Context: an optimization exercise on an open-source flow, tuned for small area, a short achievable clock period and few clock cycles. The choices shown serve that exercise and are no tape-out recipe.
Where RTL was checked, it was by simulation tests only, not by an equivalence proof against the original.
Power figures rest on the tool's default switching activity, not on a simulated workload.

11-23:
// tinymoa_dcim
module tinymoa_dcim (
    input clk,
    input nrst,
    output reg        mmio_ready,
    input             mmio_write,
    input      [31:0] mmio_wdata,
    input             mmio_read,
    output     [31:0] mmio_rdata,
    input      [5:0]  mmio_addr,
    input      [31:0] mem_rdata,
    output     [31:0] mem_wdata,
    output reg        mem_write,
    output reg        mem_read,
    output reg [9:0]  mem_addr
);
Size in the first run: ~3000 cells after synthesis, ~150 I/O pins.
clock: 7.5 ns
lec_check: 0
cap_margin: 20
core_margin: 2
core_utilization: 70
setup_slack_margin: 5.0
slew_margin: 20
run.sh (not shown) runs the stock make flow with config.mk's settings and CLKGATE_MAP_FILE= SYNTH_SCRIPT=/design/flow/synth_recipe.tcl, a recipe that flattens the netlist after the stock synthesis.
Testbench counts of 11-23, summed over its fixed seeds: cycles 17,921.
Input changes introduced in 04-08 (baseline for comparison: 11-23):
Settings: a change of SETUP_SLACK_MARGIN from 5.0 to 4.5; an added ABC_CLOCK_PERIOD_IN_PS of 3000; a change of CORE_UTILIZATION from 70 to 40.
==> summary.txt <==
04-08 finished every stage and its layout cleared the timing, DRC and antenna checks. Changes observed in 04-08 relative to 11-23: final area -4.4%, share of total power in the clock network rose 3.0 points, wire length decreased by about 40% relative to the old numbers, portion of the layout cell area used by clock cells increased by 1.5 points relative to the old numbers, number of stages on the worst setup path decreased 6. Placed instance count for 04-08: 593 up relative to 11-23. Comparing 11-23 against 04-08, there is no change at all in xor/xnor cell area share of the yosys netlist. The worst setup path category comes out flip-flop to flip-flop in one run and input pin to flip-flop in the other, namely in 11-23 and 04-08 respectively.

== willow ==
tinymoa_dcim, a different RTL version from the one above (not shown whole).
For scale: about 3,100 cells after synthesis, roughly 150 I/O pins, ~41,000 um2 of cells after synthesis.
clock: 7.5 ns
lec_check: 0
cap_margin: 20
core_margin: 2
core_utilization: 75
cts_cluster_diameter: 200
cts_cluster_size: 25
setup_slack_margin: 4.85
slew_margin: 20
buffer_ports_args: -buffer_cell sky130_fd_sc_hd__buf_2
standard.sh (not shown) runs the stock make flow with config.mk's settings and CLKGATE_MAP_FILE= SYNTH_SCRIPT=/design/flow/synth_recipe.tcl, a recipe that flattens the netlist after the stock synthesis.
==> flow/flow/run.sh <==
#!/bin/bash
# Layout flow: the standard layout (standard.sh, unchanged scripts and
# settings), except that the port buffers that global placement inserts are
# sky130_fd_sc_hd__buf_2 cells instead of the cell buffer_ports picks by
# default (a delay cell here). Every port still gets its buffer.
set -euo pipefail
echo 'export BUFFER_PORTS_ARGS = -buffer_cell sky130_fd_sc_hd__buf_2' >> config.mk
bash standard.sh > standard.log 2>&1
Looking at the reports, willow completed the entire flow and the layout it produced met the timing, DRC and antenna checks.
Testbench counts of willow, summed over its fixed seeds: cycles 17,601.
Changes in garnet relative to willow:
Settings: changing CORE_UTILIZATION from 75 to 70; changing CAP_MARGIN from 20 to 5; changing SLEW_MARGIN from 20 to 5.
[summary]
willow and garnet all finish clean.
willow and garnet ended up with nearly the same final area.
Compare willow and garnet | count of clock-buffer cells in the layout lower: willow
Between willow and garnet, count of cells resized by post-cts repair is lower for garnet, willow comes in above that.
Slowest cell on the critical path = sky130_fd_sc_hd__fa_1: garnet; slowest cell on the critical path = sky130_fd_sc_hd__a21oi_1: willow
willow vs garnet, launching instance or port of the critical path: mem_rdata[18] vs u_sum.p1_40
Sort willow and garnet by length of routed wiring on met1, descending, and willow comes first.
Number of multi-input logic gates: willow vs garnet identical
diff inputs: garnet => yarrow
Settings: changing CAP_MARGIN from 5 to 20; changing SLEW_MARGIN from 5 to 20.
==> comparison <==
Final core area utilization of garnet is on par with yarrow. Biggest cell delay along the critical path across yarrow and garnet: no real change. Between yarrow and garnet, the power per cell area does not differ in any meaningful way. From garnet to yarrow, number of flops mapped to enable cells by yosys did not move at all. | power | yarrow vs garnet | ≈ equal |. Diff garnet..yarrow | count of unique library cells instantiated by Yosys | unchanged. Compared with garnet, yarrow shows met1 wire length higher by 0.40%. From garnet to yarrow the numbers moved as follows: worst path setup slack after routing now sits at about the same level, design area comparable, final number of hold-violating endpoints roughly the same.
Relative to yarrow, the following input files were edited for xenon:
Settings: a change of CTS_CLUSTER_DIAMETER from 200 to 150; a change of CTS_CLUSTER_SIZE from 25 to 30.
### Flow results
Comparing yarrow and xenon, the higher wire length was measured on yarrow.
Max largest incremental delay on the critical path across yarrow and xenon: yarrow
Diff yarrow -> xenon: overall fraction of global-route tracks in use now smaller, register-to-register path setup slack now larger.
xenon falls short of yarrow in worst slew margin relative to its limit.
xenon against yarrow: routed length on met1 decreased by 380 um relative to the old numbers; buffers plus inverters on the worst setup path lower; share of power burned in the clock network now smaller.
xenon and yarrow ended up with roughly the same sequential logic power.
xenon ended up with mem_wdata[25] as its endpoint of the worst setup timing path; yarrow ended up with u_sum.p2_66.
For amber, these inputs were changed with respect to xenon:
Settings: CTS_CLUSTER_SIZE now 25, was 30; CTS_CLUSTER_DIAMETER now 200, was 150; SETUP_SLACK_MARGIN now 4.95, was 4.85.
--- outcome ---
Lower layout buffer count excluding clock buffers goes to xenon over amber.
Relative to xenon, the total of clock buffers placed in the layout measured on amber has increased by more than a quarter.
amber ends up with a fraction of standard cell area in multi-input logic that is 0.42 points higher than in xenon.
The worst-case reg-to-reg path depth number comes out lower for amber vs xenon.
amber consumes more power than xenon does.
In amber the maximum cell stage delay along the critical path turned out 0.02 ns lower than in xenon.
[inputs] quartz vs amber
Settings: SETUP_SLACK_MARGIN: 4.95 -> 4.75.
- The final layout from quartz, which completed every stage, passed the timing, DRC and antenna checks at the end of the flow.
- amber vs quartz, startpoint of the worst setup timing path: sign_q vs mem_rdata[11]
- Number of cell instances on the worst register-to-register path is higher on quartz
- Cmp quartz vs amber: fraction of standard cell area in multi-input logic lower in quartz
- Number of antenna violations at the first check in global routing, quartz and amber: lower on quartz
- Comparing quartz and amber, the higher time the worst path needs with I/O delays and setup was measured on quartz.
- Compared with amber, quartz shows a final cell area excluding filler cells that is 2.5% lower.
- Per the comparison of quartz with amber, final wirelength dropped about 4.5%; global-route wire length before repair has decreased; sequential share of layout area shows an increase of 1.5 points.
- Minimum setup slack in the final design: lower on quartz
- Comparing quartz against amber, there is no change at all in antenna violation net count after detailed routing.
- When quartz is measured against amber, its total leakage power turns out about 1.9% lower.

## run 1
tinymoa_dcim, a different RTL version from the one above (not shown whole).
Size: ~1400 flip-flops, about 150 I/O pins, about 41000 um2 of cells after synthesis.
clock: 7.5 ns
lec_check: 0
cap_margin: 20
core_margin: 2
core_utilization: 70
cts_cluster_diameter: 100
cts_cluster_size: 25
setup_slack_margin: 4.75
slew_margin: 20
run.sh (not shown) runs the stock make flow with config.mk's settings and CLKGATE_MAP_FILE= SYNTH_SCRIPT=/design/flow/synth_recipe.tcl, a recipe that flattens the netlist after the stock synthesis.
Stock flow here: none of the scripts above is used.
Run 1: all stages complete, timing, DRC and antenna checks passed
Testbench counts of run 1, summed over its fixed seeds: cycles 17,601.
Relative to run 1, the following input files were edited for run 2:
# run 1
export LEC_CHECK = 0
export CAP_MARGIN = 20
export CORE_MARGIN = 2
export CORE_UTILIZATION = 70
export CTS_CLUSTER_DIAMETER = 100
export CTS_CLUSTER_SIZE = 25
export SETUP_SLACK_MARGIN = 4.75
export SLEW_MARGIN = 20
create_clock -name core_clock -period 7.5 [get_ports {clk}]
# run 2
export LEC_CHECK = 0
export CAP_MARGIN = 20
export CORE_MARGIN = 2
export CORE_UTILIZATION = 70
export CTS_CLUSTER_DIAMETER = 100
export CTS_CLUSTER_SIZE = 25
export SETUP_SLACK_MARGIN = 4.85
export SLEW_MARGIN = 20
export BUFFER_PORTS_ARGS = -buffer_cell sky130_fd_sc_hd__buf_2
create_clock -name core_clock -period 7.5 [get_ports {clk}]
==> flow/flow/run.sh (new file) <==
#!/bin/bash
# Layout flow: the standard layout (standard.sh, unchanged scripts and
# settings), except that the port buffers that global placement inserts are
# sky130_fd_sc_hd__buf_2 cells instead of the cell buffer_ports picks by
# default (a delay cell here). Every port still gets its buffer.
set -euo pipefail
echo 'export BUFFER_PORTS_ARGS = -buffer_cell sky130_fd_sc_hd__buf_2' >> config.mk
bash standard.sh > standard.log 2>&1
==> flow/standard.sh (new file) <==
#!/bin/bash
# synth_recipe.tcl (not shown) runs the flow's synth.tcl, then flattens the netlist and writes it again
# the make line also repeats each setting of config.mk as NAME=value (left out here)
make -C /OpenROAD-flow-scripts/flow DESIGN_CONFIG=/design/flow/config.mk WORK_HOME=/design/flow/orfs CLKGATE_MAP_FILE= SYNTH_SCRIPT=/design/flow/synth_recipe.tcl "${@:-finish}"
removed: flow/run.sh
==> summary.txt <==
- Run 2 has completed all stages; timing, DRC and antenna checks passed.
- Between run 2 and run 1, the final-report hold violation count does not differ in any meaningful way.
- The wire length reported for run 2 is smaller than that of run 1 by about 0.5%.
- On number of stages on the worst hold path, run 2 tracks run 1 almost exactly.
- Worst-case headroom to the max-slew limit in run 2 is 2.6 points lower than in run 1
- Summary — detailed route wirelength on metal2, run 2 relative to run 1: lower, by 730 um.
- Number of iterations in the first detailed-routing pass (lower): run 1
Edits applied to the flow inputs when going from run 2 to run 3:
# run 2
export LEC_CHECK = 0
export CAP_MARGIN = 20
export CORE_MARGIN = 2
export CORE_UTILIZATION = 70
export CTS_CLUSTER_DIAMETER = 100
export CTS_CLUSTER_SIZE = 25
export SETUP_SLACK_MARGIN = 4.85
export SLEW_MARGIN = 20
export BUFFER_PORTS_ARGS = -buffer_cell sky130_fd_sc_hd__buf_2
create_clock -name core_clock -period 7.5 [get_ports {clk}]
# run 3
export LEC_CHECK = 0
export CAP_MARGIN = 20
export CORE_MARGIN = 2
export CORE_UTILIZATION = 70
export CTS_CLUSTER_DIAMETER = 200
export CTS_CLUSTER_SIZE = 25
export SETUP_SLACK_MARGIN = 4.75
export SLEW_MARGIN = 20
export BUFFER_PORTS_ARGS = -buffer_cell sky130_fd_sc_hd__buf_2
create_clock -name core_clock -period 7.5 [get_ports {clk}]
==> summary.txt <==
The sequential share of layout area in run 3 sits 1.2 points above the value recorded for run 2. Compared with run 2, run 3 shows a number of global-route vias before repair that is 514 lower. Run 3 and run 2 ended up with nearly the same number of buffers added on ports. Re combinational power: run 3 is 15% down on run 2. Power: run 3 vs run 2 down 4.0%. Row portion of total power attributed to combinational logic: run 3 lower / run 2 higher. In the reports for run 3 and run 2, the smaller multi-input gate share of the layout cell area belongs to run 3. Against run 2, run 3 reports a diode insertion count for antenna repair that is lower. Run 3 drops fewer vias than run 2.

## wip/lagoon
RTL: one of the versions met above, not the one the previous note started from.
For scale: roughly 3,000 cells after synthesis, about 1,400 flip-flops, roughly 150 I/O pins, roughly 0.041 mm2 of cells after synthesis.
clock: 7.5 ns
lec_check: 0
cap_margin: 20
core_margin: 2
core_utilization: 60
setup_slack_margin: 4.5
slew_margin: 20
Stock flow here: none of the scripts above is used.
wip/lagoon finished every step from synthesis to the final layout, and the layout passed the timing, DRC and antenna checks.
Testbench counts of wip/lagoon, summed over its fixed seeds: cycles 17,921.
Input changes introduced in wip/zinc (baseline for comparison: wip/lagoon):
- CTS_CLUSTER_DIAMETER now 200, previously not set
- CORE_UTILIZATION now 70, was 60
- CTS_CLUSTER_SIZE now 28, previously not set
Notes after the runs:
- wip/zinc went all the way through the flow, and no timing, DRC or antenna check failed.
- wip/lagoon completed end to end with timing, DRC and antenna clean.
- Relative to wip/lagoon, worst hold slack increased by 27 ps in wip/zinc.
- Taking wip/lagoon as the reference, in wip/zinc via count grew by about 0.9%, number of clock buffers inserted by TritonCTS shrank by 66, final critical-path required period shrank by 21 ps, area after synthesis held steady.
diff inputs: wip/zinc => wip/juniper
- CTS_CLUSTER_DIAMETER: 200 -> unset
- CTS_BUF_LIST: unset -> sky130_fd_sc_hd__clkbuf_8
- CTS_CLUSTER_SIZE: 28 -> 30
--- outcome ---
Diff wip/zinc -> wip/juniper: routed wire length has increased; worst setup slack has decreased; first-pass detailed-route iteration total has decreased; total design power has increased; power in sequential cells has remained practically unchanged. Cmp wip/zinc and wip/juniper / filler cell count in the final layout / higher: wip/zinc.

Another version of the RTL of tinymoa_dcim (not shown whole).
For scale: roughly 3,000 cells after synthesis, ~1,400 flip-flops, roughly 0.042 mm^2 of cells after synthesis.
## tinymoa_dcim
module tinymoa_dcim (
    input clk,
    input nrst,
    output reg        mmio_ready,
    input             mmio_write,
    input      [31:0] mmio_wdata,
    input             mmio_read,
    output     [31:0] mmio_rdata,
    input      [5:0]  mmio_addr,
    input      [31:0] mem_rdata,
    output     [31:0] mem_wdata,
    output reg        mem_write,
    output reg        mem_read,
    output reg [9:0]  mem_addr
);
==> flow/config.mk <==
export PLATFORM = sky130hd
export DESIGN_NAME = tinymoa_dcim
export DESIGN_NICKNAME = tinymoa_dcim
export VERILOG_FILES = /design/flow/design.v
export SDC_FILE = /design/flow/constraint.sdc
export NUM_CORES = 4
export LEC_CHECK = 0
export CAP_MARGIN = 20
export CORE_MARGIN = 2
export CORE_UTILIZATION = 70
export CTS_CLUSTER_DIAMETER = 200
export CTS_CLUSTER_SIZE = 28
export SETUP_SLACK_MARGIN = 4.5
export SLEW_MARGIN = 20
==> flow/constraint.sdc <==
create_clock -name core_clock -period 7.5 [get_ports {clk}]
set_input_delay 1.5000 -clock core_clock [delete_from_list [all_inputs] [get_ports {clk}]]
set_output_delay 1.5000 -clock core_clock [all_outputs]
set_load 0.01 [all_outputs]
Testbench counts at the start, summed over its fixed seeds: cycles 17,921.
Edit:
Settings changed: SETUP_SLACK_MARGIN 4.5 to 4.75.
Outcome:
- The new run ran to the end with no violations
- wire length is higher by 4.1%
- sequential share of layout area falls by 1.2 points
- setup slack gains 0.16 ns
- count of clock-buffer cells in the layout does not change
- die area stays the same

tinymoa_dcim, a different RTL version from the one above (not shown whole).
Size in the first run: about 2900 cells after synthesis, about 1400 flip-flops, roughly 150 I/O pins.
make LEC_CHECK=0 CAP_MARGIN=20 CORE_MARGIN=2 CORE_UTILIZATION=80 CTS_CLUSTER_DIAMETER=200 CTS_CLUSTER_SIZE=25 SETUP_SLACK_MARGIN=4.75 SLEW_MARGIN=20 finish   # period 7.5 ns
The first run did not get past clock tree synthesis with DPL-0033.
Edit:
Settings changed: CORE_UTILIZATION 80 to 70.
After rerunning:
- With this change the flow completed without violations
- synthesized cell count does not change
- area after synthesis does not change
Edit:
Settings changed: CTS_CLUSTER_SIZE 25 to 28.
Result: The new run finished clean. Core utilization came out lower by 0.18 points. Final cell count came out lower by 0.39%. Worst hold slack gets worse by 5.4 ps. Setup slack gets better by 29 ps. Wire length came out lower by 1.4%. Sequential power hardly moves. First-iteration DRC count came out higher by 3.0%. Sequential share of layout area came out higher by 0.12 points. Total power came out lower by 1.7%. Die area is unchanged.
No functional check of the RTL was part of any run of this note.

tinymoa_dcim, a different RTL version from the one above (not shown whole).
Size: ~3100 cells after synthesis, ~1400 flip-flops, about 150 I/O pins, roughly 41000 µm² of cells after synthesis.
clock: 7.5 ns
lec_check: 0
cap_margin: 20
core_margin: 2
core_utilization: 70
cts_cluster_diameter: 200
cts_cluster_size: 25
setup_slack_margin: 4.75
slew_margin: 20
tns_end_percent: 10
buffer_ports_args: -buffer_cell sky130_fd_sc_hd__buf_2
standard.sh (not shown) runs the stock make flow with config.mk's settings and CLKGATE_MAP_FILE= SYNTH_SCRIPT=/design/flow/synth_recipe.tcl, a recipe that flattens the netlist after the stock synthesis.
==> flow/flow/run.sh <==
#!/bin/bash
# Layout flow: the standard layout (standard.sh, unchanged scripts and
# settings), except that the port buffers that global placement inserts are
# sky130_fd_sc_hd__buf_2 cells instead of the cell buffer_ports picks by
# default (a delay cell here). Every port still gets its buffer.
set -euo pipefail
echo 'export BUFFER_PORTS_ARGS = -buffer_cell sky130_fd_sc_hd__buf_2' >> config.mk
bash standard.sh > standard.log 2>&1
Testbench counts at the start, summed over its fixed seeds: cycles 17,601.
Edit:
--- a/flow/config.mk
+++ b/flow/config.mk
@@ -15 +14,0 @@
-export TNS_END_PERCENT = 10
What happened:
- The new run went through all stages and came out clean
- power rises by 0.60%
- hold slack gains 10 ps
- global-route usage is about the same
- final area barely changes
- setup slack is worse by 68 ps

[port drivers added, routing unchanged]
The results above use ideal ports. As a check the final layouts listed here were re-extracted and re-timed, cells and wires unchanged.
Step 1, drivers: a clkbuf_16 drives clk and a buf_2 each remaining input, both assumed.
Step 2 also shifts input and output timing later by t, the mid clock arrival at the registers, as if the neighbouring blocks saw the same clock.
a / b / c = ideal / step 1 / step 2; a / b = the first two.
| run | t, ns | setup WS [ns] | pins driven straight from the clock port |
|---|---|---|---|
| 11-23 | 0.774 | 4.512 / 4.512 / 4.069 | 1 |
| 04-08 | 0.803 | 4.478 / 4.525 / 3.722 | 1 |
| willow | 0.724 | 4.577 / 4.617 / 3.893 | 1 |
| garnet | 0.686 | 4.775 / 4.733 / 4.209 | 1 |
| yarrow | 0.686 | 4.772 / 4.734 / 4.236 | 1 |
| xenon | 0.712 | 4.756 / 4.687 / 4.208 | 1 |
| amber | 0.701 | 4.811 / 4.745 / 4.244 | 1 |
| quartz | 0.700 | 4.767 / 4.755 / 4.104 | 1 |
| run 1 | 0.728 | 4.570 / 4.506 / 4.001 | 1 |
| run 2 | 0.730 | 4.641 / 4.663 / 3.952 | 1 |
| run 3 | 0.736 | 4.715 / 4.649 / 4.078 | 1 |
| wip/lagoon | 0.736 | 4.456 / 4.484 / 3.755 | 1 |
| wip/zinc | 0.729 | 4.476 / 4.490 / 3.775 | 1 |
| wip/juniper | 0.887 | 4.220 / 4.220 / 3.664 | 1 |
| the first run of note 5 | 0.715 | 4.429 / 4.472 / 3.757 | 1 |
| the second run of note 5 | 0.706 | 4.593 / 4.531 / 4.011 | 1 |
| the second run of note 6 | 0.735 | 4.580 / 4.519 / 4.004 | 1 |
| the third run of note 6 | 0.720 | 4.609 / 4.543 / 4.066 | 1 |
| the first run of note 7 | 0.752 | 4.628 / 4.613 / 3.915 | 1 |
| the second run of note 7 | 0.734 | 4.560 / 4.560 / 4.123 | 1 |
After both steps every run listed still meets setup and hold. For 04-08, which loses most, drivers alone change the setup slack by +0.047 ns; drivers and shift together by -0.756 ns.
